Context: an optimization exercise on an open-source flow, tuned for small area. The choices shown serve that exercise and are no tape-out recipe.
At most, simulation tests tie the RTL to the original design; equivalence was not proved.
For run 1, only the layout was checked, not whether the RTL still works.
No activity file was given, so power comes from the tool's default toggle rates.

===== design.v =====
module baud_tick_gen(
    input clock,
    input reset,
    output baud_tick
);
reg [8:0] lfsr;
assign baud_tick = (lfsr == 9'd28);
always @(posedge clock) begin
    if (reset || baud_tick)
        lfsr <= 9'd0;
    else
        lfsr <= {lfsr[7:0], ~(lfsr[8] ^ lfsr[4])};
end
endmodule
module uart_rx(
    input b_tick,
    input clock,
    input reset,
    input rx,
    input fifo_full,
    input clear_flags,
    output reg [7:0] data_out,
    output [3:0] LSR
);
reg rx_done, buffer_overrun, parity_error, framing_error;
assign LSR = {framing_error, parity_error, buffer_overrun, rx_done};
reg sync_rx, i_rx;
always @(posedge clock) begin
    sync_rx <= rx;
    i_rx <= sync_rx;
end
reg [3:0] b, cnt;
wire idle  = (b == 4'd3);
wire start = (b == 4'd7);
wire last  = b_tick & (cnt == 4'd15);
always @(posedge clock) begin
    if (reset)
        b <= 4'd3;
    else if (idle) begin
        if (!i_rx) begin
            b <= 4'd7;
            cnt <= 4'd7;
        end
    end else if (b_tick) begin
        if (start & cnt[3] & cnt[0] & i_rx)
            b <= 4'd3;
        else
            {b, cnt} <= {b, cnt} + 8'd1;
    end
end
always @(posedge clock) begin
    if (idle & !i_rx)
        data_out <= 8'd0;
    else if (last & b[3])
        data_out <= {i_rx, data_out[7:1]};
end
always @(posedge clock) begin
    if (reset | clear_flags) begin
        rx_done <= 1'b0;
        buffer_overrun <= 1'b0;
        parity_error <= 1'b0;
        framing_error <= 1'b0;
    end else if (last) begin
        if (b[3] || b == 4'd0)
            parity_error <= parity_error ^ i_rx;
        if ((b == 4'd1 || b == 4'd2) && !i_rx)
            framing_error <= 1'b1;
        if (b == 4'd2) begin
            rx_done <= 1'b1;
            if (fifo_full)
                buffer_overrun <= 1'b1;
        end
    end
end
endmodule
module fifo(
    input reset,
          clock,
          wr_en,
          rd_en,
    input [11:0] data_in,
    output reg [11:0] data_out,
    output empty, full
);
reg [3:0] count;
function [7:0] slot;
    input [3:0] q;
    slot = {~q[2] & q[3], q[2] & ~q[1], q[1] & ~q[0], q[0] & q[3],
            ~q[3] & q[2], ~q[2] & q[1], ~q[1] & q[0], ~q[0] & ~q[3]};
endfunction
wire [7:0] sel = slot(count);
reg valid;
reg [11:0] mem [0:7];
assign full  = sel[7];
assign empty = sel[0];
wire push = wr_en & !full;
wire pop  = rd_en & !empty;
integer i;
always @(posedge clock) begin
    if (push) begin
        mem[0] <= data_in;
        for (i = 1; i < 8; i = i + 1)
            mem[i] <= mem[i-1];
    end
end
always @(posedge clock) begin
    if (reset) begin
        count <= 4'b0000;
        valid <= 1'b0;
    end else begin
        if (push & !pop)
            count <= {count[2:0], ~count[3]};
        else if (pop & !push)
            count <= {~count[0], count[3:1]};
        if (pop)
            valid <= 1'b1;
    end
end
always @(*) begin
    data_out = 12'd0;
    for (i = 0; i < 8; i = i + 1)
        data_out = data_out | ({12{valid & sel[i]}} & mem[i]);
end
endmodule
module fifo8(
    input reset,
          clock,
          wr_en,
          rd_en,
    input [7:0] data_in,
    output reg [7:0] data_out,
    output empty, full
);
reg [3:0] count;
function [7:0] slot;
    input [3:0] q;
    slot = {~q[2] & q[3], q[2] & ~q[1], q[1] & ~q[0], q[0] & q[3],
            ~q[3] & q[2], ~q[2] & q[1], ~q[1] & q[0], ~q[0] & ~q[3]};
endfunction
wire [7:0] sel = slot(count);
reg [7:0] mem [0:7];
assign full  = sel[7];
assign empty = sel[0];
wire push = wr_en & !full;
integer i;
always @(posedge clock) begin
    if (push) begin
        mem[0] <= data_in;
        for (i = 1; i < 8; i = i + 1)
            mem[i] <= mem[i-1];
    end
end
always @(posedge clock) begin
    if (reset)
        count <= 4'b0000;
    else if (push & !rd_en)
        count <= {count[2:0], ~count[3]};
    else if (rd_en & !push)
        count <= {~count[0], count[3:1]};
end
always @(*) begin
    data_out = 8'd0;
    for (i = 0; i < 8; i = i + 1)
        data_out = data_out | ({8{sel[i]}} & mem[i]);
end
endmodule
module uart_tx(
    input b_tick,
          clock,
          reset,
          fifo_empty,
    input [7:0] data_in,
    output fifo_read,
    output tx
);
reg [3:0] b, cnt;
wire idle = (b == 4'd3);
assign fifo_read = idle & (cnt == 4'd2);
always @(posedge clock) begin
    if (reset) begin
        b <= 4'd3;
        cnt <= 4'd1;
    end else if (idle) begin
        if (cnt == 4'd3) begin
            b <= 4'd7;
            cnt <= 4'd0;
        end else if (cnt != 4'd1 || !fifo_empty)
            cnt <= cnt + 4'd1;
    end else if (b_tick)
        {b, cnt} <= {b, cnt} + 8'd1;
end
assign tx = (b == 4'd7) ? 1'b0 :
            b[3]        ? data_in[b[2:0]] :
            (b == 4'd0) ? ^data_in : 1'b1;
endmodule
module uart(
input clock,reset,
output tx,
input  rx,
output rx_empty,
input rd_uart,
output [7:0] data_out,
output [7:0] data_LSR,
output tx_full,
input wr_uart,
input [7:0] data_in
);
wire b_tick;
wire fifo_full;
wire [7:0] data_r;
wire [3:0] LSR;
reg clear_flags;
reg rx_wr_en;
reg rx_wr_flag;
wire [7:0] tx_data;
wire tx_fifo_read;
wire tx_empty;
baud_tick_gen U0(.clock(clock),.reset(reset),.baud_tick(b_tick));
uart_rx U1(.clock(clock),.reset(reset),.b_tick(b_tick),.rx(rx),.fifo_full(fifo_full),.data_out(data_r),.LSR(LSR),.clear_flags(clear_flags));
fifo U2(.clock(clock),.reset(reset),.empty(rx_empty),.full(fifo_full),.wr_en(rx_wr_en),.rd_en(rd_uart),.data_in({data_r,LSR}),.data_out({data_out,data_LSR[3:0]}));
uart_tx U3(.clock(clock),.reset(reset),.b_tick(b_tick),.tx(tx),.data_in(tx_data),.fifo_empty(tx_empty),.fifo_read(tx_fifo_read));
fifo8 U4(.clock(clock),.reset(reset),.empty(tx_empty),.full(tx_full),.wr_en(wr_uart),.rd_en(tx_fifo_read),.data_in(data_in),.data_out(tx_data));
assign data_LSR[7:4] = 4'b0000;
always @(posedge clock) begin
    if (reset) begin
        rx_wr_en <= 1'b0;
        clear_flags <= 1'b0;
        rx_wr_flag <= 1'b0;
    end else begin
        if (LSR[0]) begin
            if (!fifo_full && !rx_wr_flag) begin
                rx_wr_en <= 1'b1;
                rx_wr_flag <= 1'b1;
            end else begin
                rx_wr_en <= 1'b0;
                clear_flags <= 1'b1;
            end
        end else begin
            clear_flags <= 1'b0;
            rx_wr_flag <= 1'b0;
            rx_wr_en <= 1'b0;
        end
    end
end
endmodule

===== flow/run.sh =====
#!/bin/bash
# The standard layout, with two changes: clock tree synthesis inserts no
# dummy loads, and the ports are buffered with buf_1.
set -euo pipefail
bash standard.sh \
  "CTS_ARGS=-sink_clustering_enable -repair_clock_nets -dont_use_dummy_load -buf_list sky130_fd_sc_hd__clkbuf_4 -sink_clustering_size 10 -sink_clustering_max_diameter 40" \
  "BUFFER_PORTS_ARGS=-buffer_cell sky130_fd_sc_hd__buf_1" \
  finish > standard.log 2>&1

===== standard.sh =====
#!/bin/bash
# synth_recipe.tcl (not shown) runs the flow's synth.tcl, then flattens the netlist and writes it again
# the make line also repeats each setting of config.mk as NAME=value (left out here)
make -C /OpenROAD-flow-scripts/flow DESIGN_CONFIG=/design/flow/config.mk WORK_HOME=/design/flow/orfs CLKGATE_MAP_FILE= SYNTH_SCRIPT=/design/flow/synth_recipe.tcl "${@:-finish}"

===== config.mk =====
export PLATFORM = sky130hd
export DESIGN_NAME = uart
export DESIGN_NICKNAME = uart
export VERILOG_FILES = /design/flow/design.v
export SDC_FILE = /design/flow/constraint.sdc
export NUM_CORES = 4
export LEC_CHECK = 0
export CAP_MARGIN = 20
export CORE_MARGIN = 2
export CORE_UTILIZATION = 78
export CTS_BUF_LIST = sky130_fd_sc_hd__clkbuf_4
export CTS_CLUSTER_DIAMETER = 40
export CTS_CLUSTER_SIZE = 10
export SLEW_MARGIN = 20

===== constraint.sdc =====
create_clock -name core_clock -period 10.0 [get_ports {clock}]
set_input_delay 2.0000 -clock core_clock [delete_from_list [all_inputs] [get_ports {clock}]]
set_output_delay 2.0000 -clock core_clock [all_outputs]
set_load 0.01 [all_outputs]

==> metrics.yaml, run 1 <==
run_status:
  outcome: "timing/DRC/antenna clean"
timing:
  worst_slew_pin_slew_ns: 1.157
  finalSetupViolations: 0
  clock.fmax_ghz: 0.1971
  hold_viol_final: 0
  finalClockSkew_ns: 0.03334
  whs_ns: 0.3346
  setup_tns_ns: 0
  fin_ws_ns: 4.926
  rsz0062_at_grt: "no"
  min_period_over_period_pct: 50.74
  period_minus_slack_ns: 5.074
  relSlewSlack_pct: 22.57
  slew_violations: 0
worst_setup_path:
  end_kind: "output port"
  cp-endpoint: "tx"
  startpoint_type: "flop"
  arrival_ns: 3.07
  timing.rr.end: "U4.mem[4][0]$_DFFE_PP_"
  ff2ff_path_depth: 3
  reg2reg_from: "U4.count[2]$_SDFFE_PP0P_"
  worstPathRequired_ns: 8.00
  path_class: "flop to output port"
  crit_path_max_fanout: 15
  reg2reg_slack_ns: 7.48
  critPathLaunch: "U4.count[3]$_SDFFE_PP0P_"
synth:
  synthAdderAreaFrac_pct: 0.9169
  synth-edff-count: 164
  async_reset_ff_share_pct: 0
  synthSimpleGateAreaFrac_pct: 9.092
  postSynthCellCount: 573
  synth_xor_area_share_pct: 1.803
  synth_top_cell_area_share_pct: 60.15
  syn_avg_cell_area_um2: 14.29
  yosys_warnings: 8
  synth_compound_area_share_pct: 12.39
  ys_seq_area_share_pct: 71.64
  synthFlopType: "edfxtp_1"
  ys_types: 54
  synth_top_family_by_area: "compound AO/OA/AOI/OAI gates"
  synth_top_cell_by_area: "edfxtp_1"
  syn-cell-area_um2: 8188
  ys_seq_elements: 211
  muxShareOfSynthArea_pct: 0.9169
  netlist_top_cells_area: "edfxtp_1, dfxtp_1, a221oi_1"
clocking:
  cts_sinks: 211
  clock_latency_ns: 0.63
  cts.clk_slew.worst_paths_ns: 0.11
  cts_resized: 0
  holdBufCountCts: 0
  cts_setup_buffers: 0
  clockBufferDepth: 3
  cts_tree: "built"
  cts_root_buffer: "clkbuf_4"
  h-tree-depth: 1
  cts_buffers: 27
power:
  finalPower_mw: 1.817
  p_seq_share_pct: 60.7
  p_switching_mw: 0.5196
  p_int_mw: 1.298
  p_sw_share_pct: 28.59
  powerDensity_nw_per_um2: 213.6
  p_clk_share_pct: 21.0
  pwr-share-comb_pct: 18.3
  ir_drop_v: 0.0001861
  p_leak_nw: 2.743
route:
  vias_per_cell: 6.861
  drt_first_pass_iters: 7
  drt-initial-drc-count: 556
  wl_per_cell_um: 21.75
  dr_total_vias: 5029
  drc: 0
  drt_wl_total_um: 15940
  drtAntennaViolNets: 0
final_layout:
  register_area_um2: 5866
  multi_input_area_um2: 2092
  syn_to_final_growth_pct: 3.897
  final_cells: 733
  nets: 617
  num-fill-cells: 529
  layout-drive-gt1-share_pct: 8.557
global_routing:
  grt_pass1_wl_um: 25000
  overflow: 0
  grt_max_degree: 97
  antenna_found_initial: 1
  grt_use_total_pct: 28.77
  grt_pass1_vias: 4743
floorplanning:
  initial_core_util_pct: 79.67
  dieWidth_um: 106.5
  core_um2: 10280
  num_rows: 37
  die_h_um: 106.5
  pin_count: 32
  dieArea_um2: 11330
placement:
  post-dp-hpwl_um: 10040
  port_buffers: 27
  dp_cells: 705
  pre_cts_ws_ns: 5.698
  place.gp.congestion: 0.8201
min_path:
  hp-class: "flop to flop"
flow_run:
  max_cap_violations: 0
registers in the layout, summed over array words and instances, names as in the netlist:
| register | cells |
|---|---|
| U2.valid | 1 |
| U1.buffer_overrun | 1 |
| rx_wr_en | 1 |
| U2.mem | 96 |
| clear_flags | 1 |
| rx_wr_flag | 1 |
| U1.rx_done | 1 |
| U1.b | 4 |
| U1.framing_error | 1 |
| U4.mem | 64 |
| U3.b | 4 |
| U1.parity_error | 1 |
| U3.cnt | 4 |
| U1.i_rx | 1 |
| U1.sync_rx | 1 |
| U4.count | 4 |
| U1.cnt | 4 |
| U2.count | 4 |
| U0.lfsr | 9 |
| U1.data_out | 8 |
metal layers:
| metal | vias to the layer above | share of wire, % | global-route usage [%] |
|---|---|---|---|
| met1 | 2410 | 40 | 43.48 |
| li1 | 2257 | - | - |
| met2 | 329 | 47 | 43.36 |
| met5 | - | 0 | 0 |
| met4 | 0 | 2.0 | 8.627 |
| met3 | 33 | 11 | 6.070 |
cells by family after synthesis:
family	after synthesis
compound gates	135
xor+xnor	16
fa+ha+maj	6
buf+inv	48
flops	211
mux	6
other cells	1
simple gates	150
cell usage after synthesis, types with 2 or more instances:
| cell type | instances |
|---|---|
| a211oi_1 | 8 |
| xor2_1 | 3 |
| inv_4 | 2 |
| buf_6 | 5 |
| nand4_1 | 5 |
| buf_2 | 6 |
| or3_1 | 4 |
| nand3b_1 | 2 |
| nor2_1 | 44 |
| o21ai_2 | 2 |
| nor4_1 | 2 |
| a221oi_1 | 37 |
| mux2i_1 | 3 |
| o22a_2 | 3 |
| o22a_1 | 4 |
| clkbuf_1 | 17 |
| and2_1 | 6 |
| xnor2_1 | 12 |
| buf_4 | 8 |
| a21oi_1 | 28 |
| nor3_1 | 16 |
| inv_1 | 8 |
| nand2_1 | 29 |
| nand2b_1 | 3 |
| edfxtp_1 | 164 |
| ha_1 | 6 |
| nor2b_1 | 9 |
| dfxtp_1 | 47 |
| mux2_2 | 2 |
| o21ai_0 | 4 |
| a22oi_1 | 30 |
| and3_1 | 2 |
| a22o_1 | 10 |
| nand3_1 | 22 |
power by group through the flow:
| stage | logic, mW | clock network (mW) | registers, mW |
|---|---|---|---|
| after global placement | 0.301 | 0 | 1.11 |
| after detailed placement | 0.319 | 0 | 1.12 |
| final | 0.333 | 0.382 | 1.10 |
| after global routing | 0.353 | 0.412 | 1.11 |
| after CTS | 0.325 | 0.383 | 1.10 |
| after floorplan | 0.308 | 0 | 1.07 |
worst min-delay path by stage:
stage	from	endpoint	slack (ns)	depth (start not counted)
after floorplan	U1.sync_rx$_DFF_P_	U1.i_rx$_DFF_P_	0.31	0
after global placement	U1.sync_rx$_DFF_P_	U1.i_rx$_DFF_P_	0.31	0
after detailed placement	U1.sync_rx$_DFF_P_	U1.i_rx$_DFF_P_	0.33	0
after CTS	U1.sync_rx$_DFF_P_	U1.i_rx$_DFF_P_	0.34	0
after global routing	U1.sync_rx$_DFF_P_	U1.i_rx$_DFF_P_	0.34	0
final	U1.sync_rx$_DFF_P_	U1.i_rx$_DFF_P_	0.33	0
cell usage in the layout, fill, tap and decap left out, types with 3 or more instances in the layout:
cell type / n
clkbuf_4: 27
xnor2_1: 12
buf_1: 27
ha_1: 6
o22a_1: 4
nand4_1: 5
inv_1: 8
or3_1: 4
a22o_1: 10
dfxtp_1: 47
xor2_1: 3
nor3_1: 15
conb_1: 4
a21oi_1: 28
and2_1: 6
o21ai_0: 4
a211oi_1: 8
edfxtp_1: 164
nor2_1: 44
a22oi_1: 30
mux2i_1: 3
nor2b_1: 7
nand2_1: 29
o22a_2: 3
nand2b_1: 3
a221oi_1: 37
nand3_1: 22
critical path: stages (launching register included):
cell	delay, ns
dfxtp_1	0.70
inv_1	0.35
a221oi_1	0.38
o22a_1	0.22
xnor2_1	0.19
xnor2_2	0.13
xnor2_1	0.14
a21oi_1	0.18
buf_1	0.17
through the flow:
step | cell area (µm²) | util [%]
2_1_floorplan | 8199 | -
3_3_place_gp | 8298 | 80.74
3_5_place_dp | 8298 | 80.74
4_1_cts | 8501 | 82.71
5_1_grt | 8507 | 82.77
6_report | 8507 | 82.77
layout make-up:
| class | instances | share of cell area [%] |
|---|---|---|
| sequential | 211 | 68.95 |
| multi-input combinational | 317 | 24.59 |
| clock buffer | 27 | 2.383 |
| tap | 136 | 2.000 |
| timing repair buffer | 30 | 1.500 |
| inverter | 11 | 0.5442 |
| antenna | 1 | 0.02942 |
==> run 2: changes to the inputs <==
--- a/design.v
+++ b/design.v
@@ -20,6 +20,7 @@
     input fifo_full,
     input clear_flags,
     output reg [7:0] data_out,
+    output clr_data,
     output [3:0] LSR
 );
 reg rx_done, buffer_overrun, parity_error, framing_error;
@@ -48,28 +49,29 @@
             {b, cnt} <= {b, cnt} + 8'd1;
     end
 end
-always @(posedge clock) begin
-    if (idle & !i_rx)
-        data_out <= 8'd0;
-    else if (last & b[3])
+assign clr_data = start;
+always @(posedge clock) begin
+    if (last & b[3])
         data_out <= {i_rx, data_out[7:1]};
 end
 always @(posedge clock) begin
-    if (reset | clear_flags) begin
+    if (reset | clear_flags)
         rx_done <= 1'b0;
-        buffer_overrun <= 1'b0;
-        parity_error <= 1'b0;
-        framing_error <= 1'b0;
-    end else if (last) begin
-        if (b[3] || b == 4'd0)
+    else if (last & (b == 4'd2))
+        rx_done <= 1'b1;
+end
+always @(posedge clock) begin
+    if (last) begin
+        if (b == 4'd8)
+            parity_error <= i_rx;
+        else if (b[3] || b == 4'd0)
             parity_error <= parity_error ^ i_rx;
-        if ((b == 4'd1 || b == 4'd2) && !i_rx)
+        if (b == 4'd1)
+            framing_error <= !i_rx;
+        else if (b == 4'd2 && !i_rx)
             framing_error <= 1'b1;
-        if (b == 4'd2) begin
-            rx_done <= 1'b1;
-            if (fifo_full)
-                buffer_overrun <= 1'b1;
-        end
+        if (b == 4'd2)
+            buffer_overrun <= fifo_full;
     end
 end
 endmodule
@@ -79,47 +81,58 @@
           wr_en,
           rd_en,
     input [11:0] data_in,
+    input clr_data,
     output reg [11:0] data_out,
     output empty, full
 );
-reg [3:0] count;
-function [7:0] slot;
-    input [3:0] q;
-    slot = {~q[2] & q[3], q[2] & ~q[1], q[1] & ~q[0], q[0] & q[3],
-            ~q[3] & q[2], ~q[2] & q[1], ~q[1] & q[0], ~q[0] & ~q[3]};
-endfunction
-wire [7:0] sel = slot(count);
-reg valid;
-reg [11:0] mem [0:7];
-assign full  = sel[7];
-assign empty = sel[0];
+reg [2:0] wpos, lpos;
+reg valid, pending, hold_clr;
+reg hold_done;
+reg [11:0] ring [0:7];
+assign full  = (wpos == lpos);
+assign empty = (wpos == lpos + 3'd1);
 wire push = wr_en & !full;
 wire pop  = rd_en & !empty;
+wire [11:0] held = {data_in[11:4] & {8{!hold_clr}}, data_in[3:1] & {3{hold_done}}, hold_done};
+wire store = pending & (wpos == 3'd0);
 integer i;
 always @(posedge clock) begin
+    ring[0] <= store ? held : ring[7];
+    for (i = 1; i < 8; i = i + 1)
+        ring[i] <= ring[i-1];
+end
+always @(posedge clock) begin
     if (push) begin
-        mem[0] <= data_in;
-        for (i = 1; i < 8; i = i + 1)
-            mem[i] <= mem[i-1];
+        hold_done <= data_in[0];
+        hold_clr <= clr_data;
     end
 end
 always @(posedge clock) begin
     if (reset) begin
-        count <= 4'b0000;
+        wpos <= 3'd0;
+        lpos <= 3'd7;
         valid <= 1'b0;
+        pending <= 1'b0;
     end else begin
-        if (push & !pop)
-            count <= {count[2:0], ~count[3]};
-        else if (pop & !push)
-            count <= {~count[0], count[3:1]};
+        wpos <= wpos + {1'b0, push, !push};
+        lpos <= lpos + {1'b0, pop, !pop};
         if (pop)
             valid <= 1'b1;
+        if (push)
+            pending <= 1'b1;
+        else if (store)
+            pending <= 1'b0;
     end
 end
 always @(*) begin
     data_out = 12'd0;
-    for (i = 0; i < 8; i = i + 1)
-        data_out = data_out | ({12{valid & sel[i]}} & mem[i]);
+    if (valid) begin
+        if (pending & empty)
+            data_out = held;
+        else
+            for (i = 0; i < 8; i = i + 1)
+                data_out = data_out | ({12{lpos == i}} & ring[i]);
+    end
 end
 endmodule
 module fifo8(
@@ -209,6 +222,7 @@
 wire fifo_full;
 wire [7:0] data_r;
 wire [3:0] LSR;
+wire rx_clr;
 reg clear_flags;
 reg rx_wr_en;
 reg rx_wr_flag;
@@ -216,8 +230,8 @@
 wire tx_fifo_read;
 wire tx_empty;
 baud_tick_gen U0(.clock(clock),.reset(reset),.baud_tick(b_tick));
-uart_rx U1(.clock(clock),.reset(reset),.b_tick(b_tick),.rx(rx),.fifo_full(fifo_full),.data_out(data_r),.LSR(LSR),.clear_flags(clear_flags));
-fifo U2(.clock(clock),.reset(reset),.empty(rx_empty),.full(fifo_full),.wr_en(rx_wr_en),.rd_en(rd_uart),.data_in({data_r,LSR}),.data_out({data_out,data_LSR[3:0]}));
+uart_rx U1(.clock(clock),.reset(reset),.b_tick(b_tick),.rx(rx),.fifo_full(fifo_full),.data_out(data_r),.LSR(LSR),.clr_data(rx_clr),.clear_flags(clear_flags));
+fifo U2(.clock(clock),.reset(reset),.empty(rx_empty),.full(fifo_full),.wr_en(rx_wr_en),.rd_en(rd_uart),.data_in({data_r,LSR}),.clr_data(rx_clr),.data_out({data_out,data_LSR[3:0]}));
 uart_tx U3(.clock(clock),.reset(reset),.b_tick(b_tick),.tx(tx),.data_in(tx_data),.fifo_empty(tx_empty),.fifo_read(tx_fifo_read));
 fifo8 U4(.clock(clock),.reset(reset),.empty(tx_empty),.full(tx_full),.wr_en(wr_uart),.rd_en(tx_fifo_read),.data_in(data_in),.data_out(tx_data));
 assign data_LSR[7:4] = 4'b0000;
==> flow/run.sh (replaced) <==
#!/bin/bash
# The standard layout, with two changes: clock tree synthesis inserts no
# dummy loads, and the ports are buffered with buf_1.
set -euo pipefail
bash standard.sh \
  "CTS_ARGS=-sink_clustering_enable -repair_clock_nets -dont_use_dummy_load -buf_list sky130_fd_sc_hd__clkbuf_8 -sink_clustering_size 16 -sink_clustering_max_diameter 50" \
  "BUFFER_PORTS_ARGS=-buffer_cell sky130_fd_sc_hd__buf_1" \
  finish > standard.log 2>&1
==> config.mk (replaced) <==
export PLATFORM = sky130hd
export DESIGN_NAME = uart
export DESIGN_NICKNAME = uart
export VERILOG_FILES = /design/flow/design.v
export SDC_FILE = /design/flow/constraint.sdc
export NUM_CORES = 4
export LEC_CHECK = 0
export CAP_MARGIN = 20
export CORE_MARGIN = 2
export CORE_UTILIZATION = 85
export CTS_BUF_LIST = sky130_fd_sc_hd__clkbuf_8
export CTS_CLUSTER_DIAMETER = 50
export CTS_CLUSTER_SIZE = 16
export SLEW_MARGIN = 20
==> run 2 against run 1 <==
Net effect:
- still clean on timing, DRC and antenna
- register-to-register slack got worse by 1.2 ns
- critical path depth stayed put
- area after synthesis decreased by 4.6%
- first-iteration DRC count is 79% higher
- utilization is 9.3 points higher
- combinational power up 66%
- clock skew rose by 0.027 ns
- worst hold slack worse by 0.016 ns
- sequential share of layout area decreased by 5.6 points
- cell count up 1.2%
- sequential cell count grew 5
- critical path type unchanged
- critical endpoint is now data_out[1]
- highest routed layer unchanged
==> metrics.yaml, run 2 <==
synth:
  postSynthCellCount: 624  # was 573
  syn_avg_cell_area_um2: 12.52  # was 14.29 µm²
  synth_top_cell_area_share_pct: 34.60  # was 60.15%
  ys_seq_elements: 216  # was 211
  ys_seq_area_share_pct: 65.74  # was 71.64%
  synthFlopType: "dfxtp_1"  # was edfxtp_1
  synth_most_common_cell: "dfxtp_1"  # was edfxtp_1
  async_reset_ff_share_pct: 0  # unchanged
  netlist_top_cells_area: "dfxtp_1, edfxtp_1, a221oi_1"  # was edfxtp_1, dfxtp_1, a221oi_1
  ys_types: 58  # was 54
  synth-edff-count: 81  # was 164
  syn-cell-area_um2: 7811  # was 8188 µm²
  netlist_top_cells_count: "dfxtp_1, edfxtp_1, nand2_1"  # was edfxtp_1, dfxtp_1, nor2_1
  yosys_warnings: 8  # unchanged
  synth_top_cell_by_area: "dfxtp_1"  # was edfxtp_1
global_routing:
  grt_pass1_wl_um: 29970  # was 25000 µm
  grt_max_degree: 65  # was 97
  overflow: 0  # unchanged
  antenna_found_initial: 0  # was 1
  grt_pass1_vias: 5431  # was 4743
  grt_use_total_pct: 38.97  # was 28.77%
floorplanning:
  die_h_um: 99.86  # was 106.5 µm
  dieWidth_um: 99.86  # was 106.5 µm
  dieArea_um2: 9972  # was 11330 µm²
  initial_core_util_pct: 88.70  # was 79.67%
  pin_count: 32  # unchanged
  core_um2: 8806  # was 10280 µm²
  num_rows: 34  # was 37
final_layout:
  syn_to_final_growth_pct: 3.780  # was 3.897%
  final_common_cell: "dfxtp_1"  # was edfxtp_1
  final_cells: 742  # was 733
  num-fill-cells: 305  # was 529
  final_cell_mix: "dfxtp_1, edfxtp_1, nand2_1"  # was edfxtp_1, dfxtp_1, nor2_1
  postLayoutCoreUtil_pct: 92.06  # was 82.77%
  multi_input_area_um2: 2407  # was 2092 µm²
  largest_reg_flops: 96  # unchanged
  top_register: "U2.ring"  # was U2.mem
  layout-drive-gt1-share_pct: 5.994  # was 8.557%
  register_area_um2: 5135  # was 5866 µm²
  reg_top3: "U2.ring: 96 flops, U4.mem: 64 flops, U0.lfsr: 9 flops"  # was U2.mem: 96 flops, U4.mem: 64 flops, U0.lfsr: 9 flops
  diodes: 0  # was 1
  nets: 664  # was 617
worst_setup_path:
  startpoint_type: "flop"  # unchanged
  worstPathRequired_ns: 8.00  # about the same
  reg2reg_slack_ns: 6.29  # was 7.48 ns
  arrival_ns: 4.15  # was 3.07 ns
  crit_chain: "inv_1 > ha_1 > xnor2_1 > nor3_1 > and2_1 > nor2_1 > a221oi_1 > buf_1"  # was inv_1 > a221oi_1 > o22a_1 > xnor2_1 > xnor2_2 > xnor2_1 > a21oi_1 > buf_1
  slowest_stage: "dfxtp_1"  # unchanged
  max_stage_delay_ns: 0.97  # was 0.70 ns
  end_kind: "output port"  # unchanged
  path_class: "flop to output port"  # unchanged
  crit_path_max_fanout: 23  # was 15
timing:
  clock.fmax_ghz: 0.1626  # was 0.1971 GHz
  min_period_over_period_pct: 61.50  # was 50.74%
  period_minus_slack_ns: 6.150  # was 5.074 ns
  rsz0062_at_grt: "no"  # unchanged
  slew_violations: 0  # unchanged
  relSlewSlack_pct: 29.55  # was 22.57%
  whs_ns: 0.3189  # was 0.3346 ns
  worst_slew_pin_slew_ns: 1.057  # was 1.157 ns
  setup_tns_ns: 0  # unchanged
  finalSetupViolations: 0  # unchanged
  hold_viol_final: 0  # unchanged
  finalClockSkew_ns: 0.06030  # was 0.03334 ns
route:
  wl_per_cell_um: 25.67  # was 21.75 µm
  drtAntennaViolNets: 0  # unchanged
  drt_wl_total_um: 19050  # was 15940 µm
  vias_per_cell: 7.555  # was 6.861
  dr_total_vias: 5606  # was 5029
  drc: 0  # unchanged
  drt_first_pass_iters: 10  # was 7
  drt-initial-drc-count: 993  # was 556
run_status:
  outcome: "timing/DRC/antenna clean"  # unchanged
placement:
  post-dp-hpwl_um: 11400  # was 10040 µm
  place.gp.congestion: 0.8610  # was 0.8201
  port_buffers: 27  # unchanged
  dp_cells: 725  # was 705
clocking:
  cts_sinks: 216  # was 211
  cts_setup_buffers: 0  # unchanged
  h-tree-depth: 1  # unchanged
  cts_root_buffer: "clkbuf_8"  # was clkbuf_4
  clockBufferDepth: 3  # unchanged
  cts.clk_slew.worst_paths_ns: 0.10  # was 0.11 ns
  cts_buffers: 17  # was 27
  cts_resized: 0  # unchanged
  holdBufCountCts: 0  # unchanged
  clock_latency_ns: 0.51  # was 0.63 ns
  cts_tree: "built"  # unchanged
power:
  ir_drop_v: 0.0002069  # was 0.0001861 V
  p_leak_nw: 2.870  # was 2.743 nW
  powerDensity_nw_per_um2: 257.6  # was 213.6 nW/µm²
min_path:
  hp-class: "flop to flop"  # unchanged
flow_run:
  max_cap_violations: 0  # unchanged
==> run 2: changes by cell type after synthesis, sizes merged, moves of 9 or more <==
cell	previous run	this run
a222oi	0	30
a22o	10	1
a22oi	30	0
dfxtp	47	135
edfxtp	164	81
inv	11	21
nand2	29	59
nand2b	3	14
nand3	22	6
o21ai	7	18
==> run 2: worst max-delay path, delay by kind of cell, from the launching register on <==
kind	cells	cell delay (ns)
compound gates	1	0.36
flops	1	0.97
buf+inv	2	0.64
simple gates	3	1.13
fa+ha+maj	1	0.41
xor+xnor	1	0.13
==> run 2: routing by layer <==
metal / GRT usage [%] / wire [µm] / vias to the layer above / share of wire (%)
met5: 0 / 0 / - / 0
met4: 16.97 / 1090 / 0 / 5.7
met3: 8.635 / 2392 / 116 / 13
met2: 63.57 / 8914 / 554 / 47
met1: 51.08 / 6647 / 2610 / 35
li1: - / - / 2326 / -
==> run 2: path summary, 6_finish.rpt <==
path                          from                    end  depth (start not counted)
min          U2.ring[1][3]$_DFF_P_  U2.ring[2][3]$_DFF_P_                          0
max          U2.lpos[2]$_SDFF_PP1_            data_out[1]                          8
max reg2reg  U2.lpos[2]$_SDFF_PP1_  U2.lpos[2]$_SDFF_PP1_                         10
min reg2reg  U2.ring[1][3]$_DFF_P_  U2.ring[2][3]$_DFF_P_                          0
==> run 2: report_power, final <==
group | leakage, nW | switching (mW) | internal [mW]
Clock | 0.122 | 0.266 | 0.154
Combinational | 0.879 | 0.344 | 0.207
Sequential | 1.87 | 0.105 | 1.01
Total | 2.87 | 0.715 | 1.37
==> run 2: area by class of cell <==
type,count,share of cell area (%)
multi-input combinational,351,29.70
clock buffer,17,2.886
inverter,21,0.9724
timing repair buffer,29,1.435
tap,108,1.667
sequential,216,63.34
==> run 2: cells by family after synthesis <==
group | count (synthesis) | share of synthesized area (%)
adder cells (fa/ha/maj) | 15 | 2.595
multiplexers | 4 | 0.7208
flip-flops | 216 | 65.74
buffers and inverters | 60 | 3.684
XOR/XNOR | 22 | 2.563
AND/OR/NAND/NOR | 168 | 10.60
AO/OA/AOI/OAI | 138 | 14.05
other | 1 | 0.04801
==> run 2: metrics by stage <==
step                      area (µm²)  power, mW  setup slack (ns)
after floorplan                 7823      1.505             4.018
after global placement          7873      1.589             5.006
after detailed placement        7873      1.631             4.735
after CTS                       8107      2.048             4.064
after global routing            8107      2.147             3.773
final                           8107      2.088             3.850
==> run 3: changes to the inputs <==
--- a/config.mk
+++ b/config.mk
@@ -7,7 +7,7 @@
 export LEC_CHECK = 0
 export CAP_MARGIN = 20
 export CORE_MARGIN = 2
-export CORE_UTILIZATION = 85
+export CORE_UTILIZATION = 78
 export CTS_BUF_LIST = sky130_fd_sc_hd__clkbuf_8
 export CTS_CLUSTER_DIAMETER = 50
 export CTS_CLUSTER_SIZE = 16
==> run 3 against run 2 <==
Net effect:
- critical path depth did not move
- clock skew fell by 0.0097 ns
- via count fell by 9.4%
- setup slack improved by 0.12 ns
- register-to-register slack improved by 0.31 ns
- global-route usage fell by 9.7 points
- still clean on timing, DRC and antenna
- non-clock buffer count did not move
- die area rose by 8.6%
- utilization fell by 8.4 points
- largest power group unchanged
- wire length fell by 17%
- sequential power barely moved
- count of clock-buffer cells in the layout did not move
- critical path type unchanged
==> metrics.yaml, run 3 <==
worst_setup_path:
  worstPathRequired_ns: 8.00  # about the same
  startpoint_type: "flop"  # unchanged
  cp-endpoint: "data_LSR[3]"  # was data_out[1]
  crit_path_max_fanout: 23  # unchanged
  reg2reg_slack_ns: 6.60  # was 6.29 ns
  critPathLaunch: "U2.lpos[2]$_SDFF_PP1_"  # unchanged
  path_class: "flop to output port"  # unchanged
  reg2reg_from: "U2.lpos[2]$_SDFF_PP1_"  # unchanged
  timing.rr.end: "U2.lpos[2]$_SDFF_PP1_"  # unchanged
  ff2ff_path_depth: 10  # unchanged
  end_kind: "output port"  # unchanged
  arrival_ns: 4.03  # was 4.15 ns
final_layout:
  final_cell_mix: "dfxtp_1, edfxtp_1, nand2_1"  # unchanged
  reg_top3: "U2.ring: 96 flops, U4.mem: 64 flops, U0.lfsr: 9 flops"  # unchanged
  final_area_um2: 8138  # was 8107 µm²
  top_register: "U2.ring"  # unchanged
  largest_reg_flops: 96  # unchanged
  diodes: 0  # unchanged
  syn_to_final_growth_pct: 4.181  # was 3.780%
  postLayoutCoreUtil_pct: 83.64  # was 92.06%
  final_common_cell: "dfxtp_1"  # unchanged
  num-fill-cells: 543  # was 305
  nets: 664  # unchanged
  layout-drive-gt1-share_pct: 5.994  # unchanged
  final_cells: 767  # was 742
route:
  drt_first_pass_iters: 9  # was 10
  wl_per_cell_um: 20.54  # was 25.67 µm
  drt-initial-drc-count: 503  # was 993
  drt_wl_total_um: 15750  # was 19050 µm
  dr_total_vias: 5079  # was 5606
  drtAntennaViolNets: 0  # unchanged
  drc: 0  # unchanged
  vias_per_cell: 6.622  # was 7.555
global_routing:
  antenna_found_initial: 0  # unchanged
  overflow: 0  # unchanged
  grt_pass1_vias: 4953  # was 5431
  grt_max_degree: 65  # unchanged
  grt_use_total_pct: 29.28  # was 38.97%
  grt_pass1_wl_um: 25560  # was 29970 µm
clocking:
  cts_setup_buffers: 0  # unchanged
  cts_sinks: 216  # unchanged
  clock_latency_ns: 0.51  # about the same
  holdBufCountCts: 0  # unchanged
  cts_tree: "built"  # unchanged
  cts_resized: 0  # unchanged
  cts_buffers: 17  # unchanged
  cts_root_buffer: "clkbuf_8"  # unchanged
  cts.clk_slew.worst_paths_ns: 0.09  # was 0.10 ns
  clockBufferDepth: 3  # unchanged
  h-tree-depth: 1  # unchanged
synth:
  syn-cell-area_um2: 7811  # unchanged
  ys_seq_elements: 216  # unchanged
  synth-edff-count: 81  # unchanged
  synth_most_common_cell: "dfxtp_1"  # unchanged
  netlist_top_cells_count: "dfxtp_1, edfxtp_1, nand2_1"  # unchanged
  netlist_top_cells_area: "dfxtp_1, edfxtp_1, a221oi_1"  # unchanged
  synthFlopType: "dfxtp_1"  # unchanged
  synth_top_cell_area_share_pct: 34.60  # unchanged
  async_reset_ff_share_pct: 0  # unchanged
  syn_avg_cell_area_um2: 12.52  # unchanged
  postSynthCellCount: 624  # unchanged
  ys_seq_area_share_pct: 65.74  # unchanged
  yosys_warnings: 8  # unchanged
  synth_top_cell_by_area: "dfxtp_1"  # unchanged
  ys_types: 58  # unchanged
floorplanning:
  die_h_um: 104.1  # was 99.86 µm
  initial_core_util_pct: 80.29  # was 88.70%
  dieWidth_um: 104.1  # was 99.86 µm
  core_um2: 9729  # was 8806 µm²
  pin_count: 32  # unchanged
  num_rows: 36  # was 34
  dieArea_um2: 10830  # was 9972 µm²
power:
  p_leak_nw: 2.870  # unchanged
  ir_drop_v: 0.0002246  # was 0.0002069 V
  powerDensity_nw_per_um2: 249.7  # was 257.6 nW/µm²
timing:
  whs_ns: 0.3021  # was 0.3189 ns
  min_period_over_period_pct: 60.27  # was 61.50%
  setup_tns_ns: 0  # unchanged
  worst_slew_pin_slew_ns: 1.085  # was 1.057 ns
  finalSetupViolations: 0  # unchanged
  clock.fmax_ghz: 0.1659  # was 0.1626 GHz
  hold_viol_final: 0  # unchanged
  period_minus_slack_ns: 6.027  # was 6.150 ns
  slew_violations: 0  # unchanged
  relSlewSlack_pct: 27.69  # was 29.55%
  finalClockSkew_ns: 0.05059  # was 0.06030 ns
  rsz0062_at_grt: "no"  # unchanged
placement:
  dpl_cell_area_um2: 7904  # was 7873 µm²
  dp_cells: 750  # was 725
  place.gp.congestion: 0.8596  # was 0.8610
  post-dp-hpwl_um: 10070  # was 11400 µm
  port_buffers: 27  # unchanged
min_path:
  hp-class: "flop to flop"  # unchanged
flow_run:
  max_cap_violations: 0  # unchanged
run_status:
  outcome: "timing/DRC/antenna clean"  # unchanged
run 3: cells by family (layout without fill, tap and decap cells):
logic type	after synthesis	count (layout)	share of synthesized area, %
buffers and inverters	60	67	3.684
other	1	4	0.04801
XOR/XNOR	22	22	2.563
adder cells (fa/ha/maj)	15	15	2.595
AO/OA/AOI/OAI	138	138	14.05
AND/OR/NAND/NOR	168	168	10.60
multiplexers	4	4	0.7208
flip-flops	216	216	65.74
run 3: how the worst min path moves through the flow:
stage | startpoint | end | slack, ns | cells past startpoint
final | U2.ring[5][0]$_DFF_P_ | U2.ring[6][0]$_DFF_P_ | 0.30 | 0
after global routing | U2.ring[2][11]$_DFF_P_ | U2.ring[3][11]$_DFF_P_ | 0.31 | 0
after CTS | U2.ring[5][0]$_DFF_P_ | U2.ring[6][0]$_DFF_P_ | 0.31 | 0
after detailed placement | U1.sync_rx$_DFF_P_ | U1.i_rx$_DFF_P_ | 0.32 | 0
after global placement | U1.sync_rx$_DFF_P_ | U1.i_rx$_DFF_P_ | 0.32 | 0
after floorplan | U1.sync_rx$_DFF_P_ | U1.i_rx$_DFF_P_ | 0.31 | 0
run 3: layout make-up:
cell class / count / area, µm² / share of cell area, %
well taps: 133 / 166.4 / 2.045
inverters: 21 / 78.83 / 0.9686
flip-flops and latches: 216 / 5135 / 63.10
clock buffers: 17 / 234.0 / 2.875
repair buffers: 29 / 116.4 / 1.430
multi-input cells: 351 / 2407 / 29.58
run 3: critical path: stages, from the launching register on:
cell and delay [ns]:
dfxtp_1 0.94, inv_1 0.35, ha_1 0.40, xnor2_1 0.13, nor3_1 0.34, and2_1 0.65, nor2_1 0.11, a221oi_1 0.42
buf_1 0.21
run 3: power breakdown:
part           switching, mW  leakage (nW)  internal [mW]
clock network          0.252         0.122          0.154
logic                  0.309         0.879          0.207
registers             0.0998          1.87           1.01
total                  0.661          2.87           1.37
run 3: layer usage:
metal  GRT usage [%]  share of wire (%)  routed length (µm)
met5               0                  0                   0
met4           7.336                2.2                 348
met3           5.138                7.7                1206
met2           47.13                 49                7660
met1           42.11                 41                6536
run 3: metrics by stage:
step	worst slack (ns)	power, mW
after global routing	3.722	2.115
after floorplan	4.018	1.505
after CTS	4.003	2.018
after global placement	4.777	1.598
final	3.973	2.032
after detailed placement	4.509	1.628
==> run 4: changes to the inputs <==
==> flow/run.sh (replaced) <==
#!/bin/bash
# The standard layout, with two changes: clock tree synthesis inserts no
# dummy loads, and the ports are buffered with buf_1.
set -euo pipefail
bash standard.sh \
  "CTS_ARGS=-sink_clustering_enable -repair_clock_nets -dont_use_dummy_load -buf_list sky130_fd_sc_hd__clkbuf_16 -sink_clustering_size 30 -sink_clustering_max_diameter 80" \
  "BUFFER_PORTS_ARGS=-buffer_cell sky130_fd_sc_hd__buf_1" \
  finish > standard.log 2>&1
==> config.mk (replaced) <==
export PLATFORM = sky130hd
export DESIGN_NAME = uart
export DESIGN_NICKNAME = uart
export VERILOG_FILES = /design/flow/design.v
export SDC_FILE = /design/flow/constraint.sdc
export NUM_CORES = 4
export LEC_CHECK = 0
export CAP_MARGIN = 20
export CORE_MARGIN = 2
export CORE_UTILIZATION = 80
export CTS_BUF_LIST = sky130_fd_sc_hd__clkbuf_16
export CTS_CLUSTER_DIAMETER = 80
export CTS_CLUSTER_SIZE = 30
export SLEW_MARGIN = 20
==> run 4 against run 3 <==
Net effect:
- via count down 0.43%
- still clean
- setup slack better by 0.057 ns
- largest cell class unchanged
- critical endpoint is now data_out[0]
- maximum frequency up 0.95%
- non-clock buffer count unchanged
- sequential power about the same
- clock skew down 0.019 ns
- area after synthesis unchanged
- power up 1.6%
- synthesized cell count unchanged
- sequential share of layout area down 0.32 points
- count of clock-buffer cells in the layout down 6
==> metrics.yaml, run 4 <==
worst_setup_path:
  worstPathRequired_ns: 8.00  # about the same
  startpoint_type: "flop"  # unchanged
  crit_path_max_fanout: 23  # unchanged
  end_kind: "output port"  # unchanged
  path_class: "flop to output port"  # unchanged
  arrival_ns: 3.97  # was 4.03 ns
timing:
  finalClockSkew_ns: 0.03124  # was 0.05059 ns
  hold_viol_final: 0  # unchanged
  rsz0062_at_grt: "no"  # unchanged
  clock.fmax_ghz: 0.1675  # was 0.1659 GHz
  slew_violations: 0  # unchanged
  setup_tns_ns: 0  # unchanged
  period_minus_slack_ns: 5.971  # was 6.027 ns
  finalSetupViolations: 0  # unchanged
  worst_slew_pin_slew_ns: 1.097  # was 1.085 ns
  relSlewSlack_pct: 26.87  # was 27.69%
  fin_ws_ns: 4.029  # was 3.973 ns
  min_period_over_period_pct: 59.71  # was 60.27%
power:
  powerDensity_nw_per_um2: 252.4  # was 249.7 nW/µm²
  ir_drop_v: 0.0001811  # was 0.0002246 V
  p_leak_nw: 2.883  # was 2.870 nW
synth:
  ys_seq_elements: 216  # unchanged
  synth_top_cell_by_area: "dfxtp_1"  # unchanged
  synth-edff-count: 81  # unchanged
  synth_top_cell_area_share_pct: 34.60  # unchanged
  netlist_top_cells_area: "dfxtp_1, edfxtp_1, a221oi_1"  # unchanged
  netlist_top_cells_count: "dfxtp_1, edfxtp_1, nand2_1"  # unchanged
  syn-cell-area_um2: 7811  # unchanged
  yosys_warnings: 8  # unchanged
  synth_most_common_cell: "dfxtp_1"  # unchanged
  ys_seq_area_share_pct: 65.74  # unchanged
  syn_avg_cell_area_um2: 12.52  # unchanged
  synthFlopType: "dfxtp_1"  # unchanged
  postSynthCellCount: 624  # unchanged
  ys_types: 58  # unchanged
  async_reset_ff_share_pct: 0  # unchanged
final_layout:
  reg_top3: "U2.ring: 96 flops, U4.mem: 64 flops, U0.lfsr: 9 flops"  # unchanged
  final_cell_mix: "dfxtp_1, edfxtp_1, nand2_1"  # unchanged
  final_area_um2: 8179  # was 8138 µm²
  num-fill-cells: 502  # was 543
  register_area_um2: 5135  # unchanged
  layout-drive-gt1-share_pct: 5.096  # was 5.994%
  final_common_cell: "dfxtp_1"  # unchanged
  top_register: "U2.ring"  # unchanged
  largest_reg_flops: 96  # unchanged
  nets: 658  # was 664
  multi_input_area_um2: 2407  # unchanged
  syn_to_final_growth_pct: 4.709  # was 4.181%
  diodes: 0  # unchanged
placement:
  dpl_cell_area_um2: 7904  # unchanged
  post-dp-hpwl_um: 9680  # was 10070 µm
  place.gp.congestion: 0.8802  # was 0.8596
  pre_cts_ws_ns: 4.706  # was 4.509 ns
  port_buffers: 27  # unchanged
global_routing:
  overflow: 0  # unchanged
  antenna_found_initial: 0  # unchanged
  grt_max_degree: 65  # unchanged
  grt_use_total_pct: 29.69  # was 29.28%
  grt_pass1_wl_um: 24380  # was 25560 µm
  grt_pass1_vias: 4834  # was 4953
route:
  drt-initial-drc-count: 557  # was 503
  drtAntennaViolNets: 0  # unchanged
  drc: 0  # unchanged
  drt_first_pass_iters: 9  # unchanged
  vias_per_cell: 6.645  # was 6.622
  drt_wl_total_um: 15400  # was 15750 µm
  wl_per_cell_um: 20.24  # was 20.54 µm
  dr_total_vias: 5057  # was 5079
clocking:
  h-tree-depth: 1  # unchanged
  clock_latency_ns: 0.46  # was 0.51 ns
  holdBufCountCts: 0  # unchanged
  cts_root_buffer: "clkbuf_16"  # was clkbuf_8
  cts_resized: 0  # unchanged
  cts_tree: "built"  # unchanged
  cts_sinks: 216  # unchanged
  cts.clk_slew.worst_paths_ns: 0.10  # was 0.09 ns
  clockBufferDepth: 3  # unchanged
  cts_buffers: 11  # was 17
  cts_setup_buffers: 0  # unchanged
floorplanning:
  dieArea_um2: 10570  # was 10830 µm²
  core_um2: 9639  # was 9729 µm²
  die_h_um: 102.8  # was 104.1 µm
  num_rows: 36  # unchanged
  pin_count: 32  # unchanged
  dieWidth_um: 102.8  # was 104.1 µm
  initial_core_util_pct: 81.04  # was 80.29%
min_path:
  hp-class: "flop to flop"  # unchanged
flow_run:
  max_cap_violations: 0  # unchanged
run_status:
  outcome: "timing/DRC/antenna clean"  # unchanged
[run 4: cell counts after synthesis]
Identical to the previous run, type by type.
[run 4: logic make-up (layout without fill, tap and decap cells)]
family                     count (synthesis)  count (layout)  synth area share [%]
AOI/OAI and AO/OA                        138             138                 14.05
xor gates and xnor gates                  22              22                 2.563
adders and majority gates                 15              15                 2.595
buffers and inverters                     60              61                 3.684
DFF                                      216             216                 65.74
muxes                                      4               4                0.7208
other                                      1               4               0.04801
and+or+nand+nor                          168             168                 10.60
[run 4: final timing paths]
kind	startpoint	endpoint	slack, ns	depth (start not counted)
setup / recovery	U2.lpos[2]$_SDFF_PP1_	data_out[0]	4.03	8
hold / removal	U1.sync_rx$_DFF_P_	U1.i_rx$_DFF_P_	0.35	0
setup reg to reg	U2.lpos[2]$_SDFF_PP1_	U2.lpos[2]$_SDFF_PP1_	6.56	10
hold reg to reg	U1.sync_rx$_DFF_P_	U1.i_rx$_DFF_P_	0.35	0
[run 4: report_power, final]
| part | leakage [nW] | switching, mW | internal [mW] | total (mW) |
|---|---|---|---|---|
| clock | 0.136 | 0.247 | 0.199 | 0.446 |
| combinational | 0.879 | 0.301 | 0.206 | 0.507 |
| sequential | 1.87 | 0.100 | 1.01 | 1.11 |
[run 4: final cells by class]
class                           count  share of cell area [%]
Timing Repair Buffer               29                   1.423
Multi-Input combinational cell    351                   29.43
Clock buffer                       11                   3.365
Inverter                           21                  0.9637
Tap cell                          133                   2.035
Sequential cell                   216                   62.78
[run 4: critical path: stages (launching register included)]
cell and delay [ns]:
dfxtp_1 0.99, inv_1 0.38, ha_1 0.41, xnor2_1 0.13
nor3_1 0.32, and2_1 0.63, nor2_1 0.12, a221oi_1 0.34
buf_1 0.19
[run 4: metal layers]
metal  track usage (%)  share of wire (%)  wire, µm
met1             42.84                 42      6430
met2             47.71                 48      7392
met3             3.797                7.8      1209
met4             9.717                2.4       371
met5                 0                  0         0
[run 4: stage by stage]
stage / util, % / cells / power, mW / hold slack, ns
4_1_cts: 84.85 / 761 / 2.058 / 0.3432
2_1_floorplan: - / 627 / 1.505 / 0.3096
5_1_grt: 84.85 / 761 / 2.152 / 0.3426
3_5_place_dp: 82.00 / 750 / 1.619 / 0.3286
6_report: 84.85 / 761 / 2.064 / 0.3468
3_3_place_gp: 82.00 / 750 / 1.596 / 0.3313
==> run 5: changes to the inputs <==
==> flow/run.sh (replaced) <==
#!/bin/bash
# The standard layout, with two changes: clock tree synthesis inserts no
# dummy loads, and the ports are buffered with buf_1.
set -euo pipefail
bash standard.sh \
  "CTS_ARGS=-sink_clustering_enable -repair_clock_nets -dont_use_dummy_load -buf_list {sky130_fd_sc_hd__clkbuf_2 sky130_fd_sc_hd__clkbuf_4} -sink_clustering_size 8 -sink_clustering_max_diameter 30" \
  "BUFFER_PORTS_ARGS=-buffer_cell sky130_fd_sc_hd__buf_1" \
  finish > standard.log 2>&1
==> config.mk (replaced) <==
export PLATFORM = sky130hd
export DESIGN_NAME = uart
export DESIGN_NICKNAME = uart
export VERILOG_FILES = /design/flow/design.v
export SDC_FILE = /design/flow/constraint.sdc
export NUM_CORES = 4
export LEC_CHECK = 0
export CAP_MARGIN = 20
export CORE_MARGIN = 2
export CORE_UTILIZATION = 78
export CTS_BUF_LIST = sky130_fd_sc_hd__clkbuf_2 sky130_fd_sc_hd__clkbuf_4
export CTS_CLUSTER_DIAMETER = 30
export CTS_CLUSTER_SIZE = 8
export SLEW_MARGIN = 20
==> run 5 against run 4 <==
Net effect:
- still clean
- clock power is 0.9% lower
- sequential share of layout area hardly changed
- cell count up 3.4%
- wire length up 3.6%
- cell area barely moved
- count of clock-buffer cells in the layout is 26 higher
- highest routed layer unchanged
==> metrics.yaml, run 5 <==
run_status:
  outcome: "timing/DRC/antenna clean"  # unchanged
floorplanning:
  dieArea_um2: 10830  # was 10570 µm²
  core_um2: 9729  # was 9639 µm²
  num_rows: 36  # unchanged
  die_h_um: 104.1  # was 102.8 µm
  dieWidth_um: 104.1  # was 102.8 µm
  initial_core_util_pct: 80.29  # was 81.04%
  pin_count: 32  # unchanged
route:
  drt-initial-drc-count: 501  # was 557
  drc: 0  # unchanged
  drt_wl_total_um: 15960  # was 15400 µm
  dr_total_vias: 5192  # was 5057
  drt_first_pass_iters: 7  # was 9
  vias_per_cell: 6.597  # was 6.645
  wl_per_cell_um: 20.27  # was 20.24 µm
  drtAntennaViolNets: 0  # unchanged
placement:
  post-dp-hpwl_um: 10070  # was 9680 µm
  place.gp.congestion: 0.8596  # was 0.8802
  port_buffers: 27  # unchanged
worst_setup_path:
  cp.buffers_inverters: 2  # unchanged
  ff2ff_path_depth: 10  # unchanged
  max_stage_delay_ns: 0.97  # was 0.99 ns
  path_class: "flop to output port"  # unchanged
  timing.rr.end: "U2.lpos[2]$_SDFF_PP1_"  # unchanged
  worstPathRequired_ns: 8.00  # about the same
  crit_path_max_fanout: 23  # unchanged
  reg2reg_slack_ns: 6.54  # was 6.56 ns
  arrival_ns: 4.11  # was 3.97 ns
  crit_chain: "inv_1 > ha_1 > xnor2_1 > nor3_1 > and2_1 > nor2_1 > a221oi_1 > buf_1"  # unchanged
  slowest_stage: "dfxtp_1"  # unchanged
  end_kind: "output port"  # unchanged
  reg2reg_from: "U2.lpos[2]$_SDFF_PP1_"  # unchanged
  critical-path-top-delay-family: "simple AND/OR/NAND/NOR gates"  # unchanged
  startpoint_type: "flop"  # unchanged
global_routing:
  overflow: 0  # unchanged
  grt_pass1_vias: 5047  # was 4834
  grt_pass1_wl_um: 25690  # was 24380 µm
  grt_max_degree: 65  # unchanged
  antenna_found_initial: 0  # unchanged
  use_met1_pct: 42.61  # was 42.84%
  grtUsageMet3_pct: 7.331  # was 3.797%
  top_usage_layer: "met2"  # unchanged
  use_met2_pct: 45.72  # was 47.71%
  grt_use_total_pct: 29.73  # was 29.69%
synth:
  syn-cell-area_um2: 7811  # unchanged
  ys_types: 58  # unchanged
  yosys_warnings: 8  # unchanged
  synth_most_common_cell: "dfxtp_1"  # unchanged
  ys_seq_area_share_pct: 65.74  # unchanged
  syn_avg_cell_area_um2: 12.52  # unchanged
  netlist_top_cells_count: "dfxtp_1, edfxtp_1, nand2_1"  # unchanged
  synth-edff-count: 81  # unchanged
  netlist_top_cells_area: "dfxtp_1, edfxtp_1, a221oi_1"  # unchanged
  synthFlopType: "dfxtp_1"  # unchanged
  postSynthCellCount: 624  # unchanged
  async_reset_ff_share_pct: 0  # unchanged
  ys_seq_elements: 216  # unchanged
  synth_top_cell_by_area: "dfxtp_1"  # unchanged
  synth_top_cell_area_share_pct: 34.60  # unchanged
timing:
  setup_tns_ns: 0  # unchanged
  period_minus_slack_ns: 6.115  # was 5.971 ns
  clock.fmax_ghz: 0.1635  # was 0.1675 GHz
  finalSetupViolations: 0  # unchanged
  min_period_over_period_pct: 61.15  # was 59.71%
  worst_slew_pin_slew_ns: 1.082  # was 1.097 ns
  slew_violations: 0  # unchanged
  hold_viol_final: 0  # unchanged
  rsz0062_at_grt: "no"  # unchanged
  relSlewSlack_pct: 27.89  # was 26.87%
  finalClockSkew_ns: 0.04711  # was 0.03124 ns
clocking:
  cts_root_buffer: "clkbuf_4"  # was clkbuf_16
  clockBufferDepth: 3  # unchanged
  cts_sinks: 216  # unchanged
  cts_tree: "built"  # unchanged
  clock_latency_ns: 0.57  # was 0.46 ns
  cts_buffers: 37  # was 11
  holdBufCountCts: 0  # unchanged
  cts_resized: 0  # unchanged
  cts_setup_buffers: 0  # unchanged
  h-tree-depth: 2  # was 1
  cts.clk_slew.worst_paths_ns: 0.08  # was 0.10 ns
power:
  powerDensity_nw_per_um2: 252.9  # was 252.4 nW/µm²
  finalPower_mw: 2.070  # was 2.064 mW
  p_leak_nw: 2.918  # was 2.883 nW
  ir_drop_v: 0.0001558  # was 0.0001811 V
min_path:
  min-delay-start: "U2.ring[5][0]$_DFF_P_"  # was U1.sync_rx$_DFF_P_
  hold_depth: 0  # unchanged
  hp-class: "flop to flop"  # unchanged
  min_to: "U2.ring[6][0]$_DFF_P_"  # was U1.i_rx$_DFF_P_
final_layout:
  final_common_cell: "dfxtp_1"  # unchanged
  diodes: 0  # unchanged
  final_cell_mix: "dfxtp_1, edfxtp_1, nand2_1"  # unchanged
  largest_reg_flops: 96  # unchanged
  layout-drive-gt1-share_pct: 8.869  # was 5.096%
  reg_top3: "U2.ring: 96 flops, U4.mem: 64 flops, U0.lfsr: 9 flops"  # unchanged
  nets: 684  # was 658
  top_register: "U2.ring"  # unchanged
  syn_to_final_growth_pct: 4.741  # was 4.709%
flow_run:
  max_cap_violations: 0  # unchanged
## run 5: cell count changes in the layout (fill, tap and decap cells not counted), sizes merged
cell | previous run | this run
clkbuf | 11 | 37
## run 5: logic make-up after synthesis
group                      synth area share [%]
muxes                                    0.7208
xor gates and xnor gates                  2.563
DFF                                       65.74
buffers and inverters                     3.684
adders and majority gates                 2.595
AOI/OAI and AO/OA                         14.05
other                                   0.04801
and+or+nand+nor                           10.60
## run 5: worst max path at each step
stage	startpoint	to	slack [ns]	cells past startpoint
2_1_floorplan	wr_uart	U4.count[0]$_SDFFE_PP0P_	4.02	6
3_3_place_gp	U2.lpos[2]$_SDFF_PP1_	data_LSR[3]	4.78	8
3_5_place_dp	U2.lpos[2]$_SDFF_PP1_	data_LSR[3]	4.51	8
4_1_cts	U2.lpos[2]$_SDFF_PP1_	data_LSR[3]	3.94	8
5_1_grt	U2.lpos[2]$_SDFF_PP1_	data_LSR[3]	3.65	8
6_report	U2.lpos[2]$_SDFF_PP1_	data_LSR[3]	3.89	8
## run 5: per-layer routing
metal | up-vias | share of wire, %
li1 | 2371 | -
met1 | 2521 | 42
met2 | 268 | 47
met3 | 32 | 8.8
met4 | 0 | 2.0
met5 | - | 0
## run 5: area by class of cell
cell class,count,area (µm²)
inverter,21,78.83
sequential,216,5135
fill,550,1548
timing repair buffer,29,116.4
clock buffer,37,277.8
tap,133,166.4
multi-input combinational,351,2407
## run 5: stage by stage
step | setup slack (ns) | area, µm² | hold WS, ns | util, % | instances
global route | 3.648 | 8182 | 0.2873 | 84.09 | 787
floorplan | 4.018 | 7823 | 0.3096 | - | 627
detailed placement | 4.509 | 7904 | 0.3240 | 81.24 | 750
CTS | 3.942 | 8182 | 0.3015 | 84.09 | 787
global placement | 4.777 | 7904 | 0.3161 | 81.24 | 750
finish | 3.885 | 8182 | 0.3039 | 84.09 | 787
## run 5: report_power, final
group          total, mW  switching, mW  internal, mW
registers           1.11          0.100          1.01
clock network      0.442          0.271         0.171
logic              0.516          0.309         0.207
==> run 6: changes to the inputs <==
==> flow/run.sh (replaced) <==
#!/bin/bash
# The standard layout (standard.sh), with these changes:
# - synthesis maps the combinational logic with an area-oriented ABC script
#   (flow/synth.tcl, flow/abc_area.script); registers are mapped as in the
#   standard synthesis;
# - clock tree synthesis inserts no dummy loads;
# - the ports are buffered with buf_1.
# All tool output goes to standard.log here and to ORFS's logs under orfs/.
set -euo pipefail
export FLOW_WORK=$PWD
export FLOW_ABC_SCRIPT=$PWD/flow/abc_area.script
bash standard.sh \
  "SYNTH_SCRIPT=$PWD/flow/synth.tcl" \
  "CTS_ARGS=-sink_clustering_enable -repair_clock_nets -dont_use_dummy_load -buf_list {sky130_fd_sc_hd__clkbuf_8 sky130_fd_sc_hd__clkbuf_16} -sink_clustering_size 24 -sink_clustering_max_diameter 60" \
  "BUFFER_PORTS_ARGS=-buffer_cell sky130_fd_sc_hd__buf_1" \
  finish > standard.log 2>&1
==> flow/abc_area.script (new file) <==
&get -n
&st
&dch
&nf -R 1000
&put
==> flow/synth.tcl (new file) <==
# The standard flow's synthesis script, with one change: the technology mapping of the
# combinational logic runs ABC with flow/abc_area.script (area-oriented
# mapping with area recovery) instead of ORFS's speed script. The flip-flops
# are mapped before this step and are left as they are.
proc abc {args} {
  set i [lsearch $args -script]
  if {$i >= 0} { lset args [expr {$i + 1}] $::env(FLOW_ABC_SCRIPT) }
  yosys abc {*}$args
}
source $::env(FLOW_WORK)/synth_recipe.tcl
--- a/config.mk
+++ b/config.mk
@@ -8,7 +8,7 @@
 export CAP_MARGIN = 20
 export CORE_MARGIN = 2
 export CORE_UTILIZATION = 78
-export CTS_BUF_LIST = sky130_fd_sc_hd__clkbuf_2 sky130_fd_sc_hd__clkbuf_4
-export CTS_CLUSTER_DIAMETER = 30
-export CTS_CLUSTER_SIZE = 8
+export CTS_BUF_LIST = sky130_fd_sc_hd__clkbuf_8 sky130_fd_sc_hd__clkbuf_16
+export CTS_CLUSTER_DIAMETER = 60
+export CTS_CLUSTER_SIZE = 24
 export SLEW_MARGIN = 20
==> run 6 against run 5 <==
Net effect:
- clock skew is 0.020 ns higher
- non-clock buffer count increased by 4
- area after synthesis shrank 4.4%
- sequential share of layout area grew 0.87 points
==> metrics.yaml, run 6 <==
synth:
  netlist_top_cells_area: "dfxtp_1, edfxtp_1, a222oi_1"  # was dfxtp_1, edfxtp_1, a221oi_1
  ys_seq_elements: 216  # unchanged
  synthFlopType: "dfxtp_1"  # unchanged
  async_reset_ff_share_pct: 0  # unchanged
  ys_types: 39  # was 58
  synth_top_cell_area_share_pct: 36.17  # was 34.60%
  synth_top_cell_by_area: "dfxtp_1"  # unchanged
  postSynthCellCount: 582  # was 624
  ys_seq_area_share_pct: 68.73  # was 65.74%
  syn-cell-area_um2: 7471  # was 7811 µm²
  netlist_top_cells_count: "dfxtp_1, edfxtp_1, a21oi_1"  # was dfxtp_1, edfxtp_1, nand2_1
  yosys_warnings: 8  # unchanged
  syn_avg_cell_area_um2: 12.84  # was 12.52 µm²
  synth_most_common_cell: "dfxtp_1"  # unchanged
  synth-edff-count: 81  # unchanged
placement:
  place.gp.congestion: 0.8873  # was 0.8596
  port_buffers: 27  # unchanged
  post-dp-hpwl_um: 9918  # was 10070 µm
global_routing:
  grt_max_degree: 66  # was 65
  antenna_found_initial: 0  # unchanged
  grt_pass1_vias: 4925  # was 5047
  grt_pass1_wl_um: 24400  # was 25690 µm
  grt_use_total_pct: 30.47  # was 29.73%
  overflow: 0  # unchanged
floorplanning:
  num_rows: 35  # was 36
  die_h_um: 101.9  # was 104.1 µm
  dieWidth_um: 101.9  # was 104.1 µm
  dieArea_um2: 10380  # was 10830 µm²
  pin_count: 32  # unchanged
  core_um2: 9284  # was 9729 µm²
  initial_core_util_pct: 80.47  # was 80.29%
timing:
  setup_tns_ns: 0  # unchanged
  period_minus_slack_ns: 5.441  # was 6.115 ns
  finalSetupViolations: 0  # unchanged
  hold_viol_final: 0  # unchanged
  relSlewSlack_pct: 23.35  # was 27.89%
  clock.fmax_ghz: 0.1838  # was 0.1635 GHz
  rsz0062_at_grt: "no"  # unchanged
  worst_slew_pin_slew_ns: 1.147  # was 1.082 ns
  slew_violations: 0  # unchanged
  finalClockSkew_ns: 0.06666  # was 0.04711 ns
  min_period_over_period_pct: 54.41  # was 61.15%
route:
  drc: 0  # unchanged
  drt-initial-drc-count: 521  # was 501
  dr_total_vias: 4913  # was 5192
  wl_per_cell_um: 20.33  # was 20.27 µm
  drtAntennaViolNets: 0  # unchanged
  vias_per_cell: 6.499  # was 6.597
  drt_wl_total_um: 15370  # was 15960 µm
  drt_first_pass_iters: 9  # was 7
clocking:
  holdBufCountCts: 0  # unchanged
  cts_resized: 0  # unchanged
  cts_root_buffer: "clkbuf_8"  # was clkbuf_4
  cts_sinks: 216  # unchanged
  cts_buffers: 13  # was 37
  clock_latency_ns: 0.51  # was 0.57 ns
  h-tree-depth: 1  # was 2
  cts_tree: "built"  # unchanged
  cts_setup_buffers: 0  # unchanged
  cts.clk_slew.worst_paths_ns: 0.09  # was 0.08 ns
  clockBufferDepth: 3  # unchanged
final_layout:
  register_area_um2: 5135  # unchanged
  num-fill-cells: 457  # was 550
  top_register: "U2.ring"  # unchanged
  final_common_cell: "dfxtp_1"  # unchanged
  reg_top3: "U2.ring: 96 flops, U4.mem: 64 flops, U0.lfsr: 9 flops"  # unchanged
  diodes: 0  # unchanged
  multi_input_area_um2: 2287  # was 2407 µm²
  layout-drive-gt1-share_pct: 3.987  # was 8.869%
  postLayoutCoreUtil_pct: 86.93  # was 84.09%
  final_cell_mix: "dfxtp_1, edfxtp_1, a21oi_1"  # was dfxtp_1, edfxtp_1, nand2_1
  largest_reg_flops: 96  # unchanged
  syn_to_final_growth_pct: 8.022  # was 4.741%
  nets: 657  # was 684
min_path:
  hp-class: "flop to flop"  # unchanged
power:
  p_seq_share_pct: 55.6  # was 53.7%
  p_leak_nw: 2.930  # was 2.918 nW
  p_clk_share_pct: 23.5  # was 21.3%
  p_switching_mw: 0.5663  # was 0.6804 mW
  ir_drop_v: 0.0001612  # was 0.0001558 V
  p_int_mw: 1.376  # was 1.389 mW
  powerDensity_nw_per_um2: 240.7  # was 252.9 nW/µm²
  pwr-share-comb_pct: 21.0  # was 24.9%
  p_sw_share_pct: 29.15  # was 32.88%
worst_setup_path:
  end_kind: "output port"  # unchanged
  worstPathRequired_ns: 8.00  # about the same
  path_class: "flop to output port"  # unchanged
  arrival_ns: 3.44  # was 4.11 ns
  startpoint_type: "flop"  # unchanged
  reg2reg_slack_ns: 7.09  # was 6.54 ns
  crit_path_max_fanout: 24  # was 23
flow_run:
  max_cap_violations: 0  # unchanged
run_status:
  outcome: "timing/DRC/antenna clean"  # unchanged
==> run 6: routing by layer <==
metal,part of all wire (%),track usage (%)
met1,40,41.44
met2,50,50.71
met3,8.3,5.540
met4,2.3,9.744
met5,0,0
==> run 6: worst max-delay path, cell delays in order (launching register included) <==
cell	delay, ns
dfxtp_1	0.56
clkinv_1	0.13
ha_1	0.32
xnor2_1	0.13
nor3_1	0.34
and2_1	0.76
o21ai_0	0.29
a21oi_1	0.21
buf_1	0.19
==> run 6: layout make-up <==
type                    count  area share, %
inverters                  13         0.6047
clock buffers              13          3.612
flip-flops and latches    216          63.63
multi-input cells         352          28.34
well taps                 129          2.000
repair buffers             33          1.814
==> run 6: stage by stage <==
step           setup slack, ns  hold slack, ns  power (mW)  cell area [µm²]  cells
2_1_floorplan            4.008          0.3096       1.365             7482    585
3_3_place_gp             5.334          0.3313       1.456             7774    743
3_5_place_dp             4.981          0.3323       1.485             7774    743
4_1_cts                  4.363          0.3310       1.938             8065    756
5_1_grt                  4.385          0.3308       2.022             8070    756
6_report                 4.559          0.3235       1.943             8070    756
==> run 6: path summary, 6_finish.rpt <==
kind / from / end / cells past startpoint
worst max-delay path: U2.lpos[2]$_SDFF_PP1_ / data_LSR[2] / 8
worst min-delay path: U2.ring[2][3]$_DFF_P_ / U2.ring[3][3]$_DFF_P_ / 0
worst max register to register: U2.lpos[2]$_SDFF_PP1_ / U2.lpos[2]$_SDFF_PP1_ / 10
worst min register to register: U2.ring[2][3]$_DFF_P_ / U2.ring[3][3]$_DFF_P_ / 0
==> run 6: logic make-up (layout without fill, tap and decap cells) <==
| group | after synthesis | count (layout) | share of synthesized area [%] |
|---|---|---|---|
| XOR/XNOR | 21 | 21 | 2.462 |
| multiplexers | 5 | 5 | 1.005 |
| other | 1 | 4 | 0.05019 |
| adder cells (fa/ha/maj) | 15 | 15 | 2.713 |
| buffers and inverters | 17 | 59 | 1.055 |
| AND/OR/NAND/NOR | 174 | 174 | 11.61 |
| AO/OA/AOI/OAI | 133 | 133 | 12.38 |
| flip-flops | 216 | 216 | 68.73 |
==> run 6: power by group through the flow <==
stage | Sequential (mW) | Combinational [mW] | Clock (mW)
after global placement | 1.09 | 0.371 | 0
after CTS | 1.08 | 0.399 | 0.460
after detailed placement | 1.10 | 0.388 | 0
final | 1.08 | 0.407 | 0.456
after floorplan | 1.08 | 0.287 | 0
after global routing | 1.09 | 0.440 | 0.490

Check on run 6: ideal ports give 4.559 ns setup slack; a clkbuf_16 on the clock port and buf_2 on the inputs give 4.524 ns; moving port delays by the midpoint clock arrival (0.517 ns) as well gives 5.041 ns.
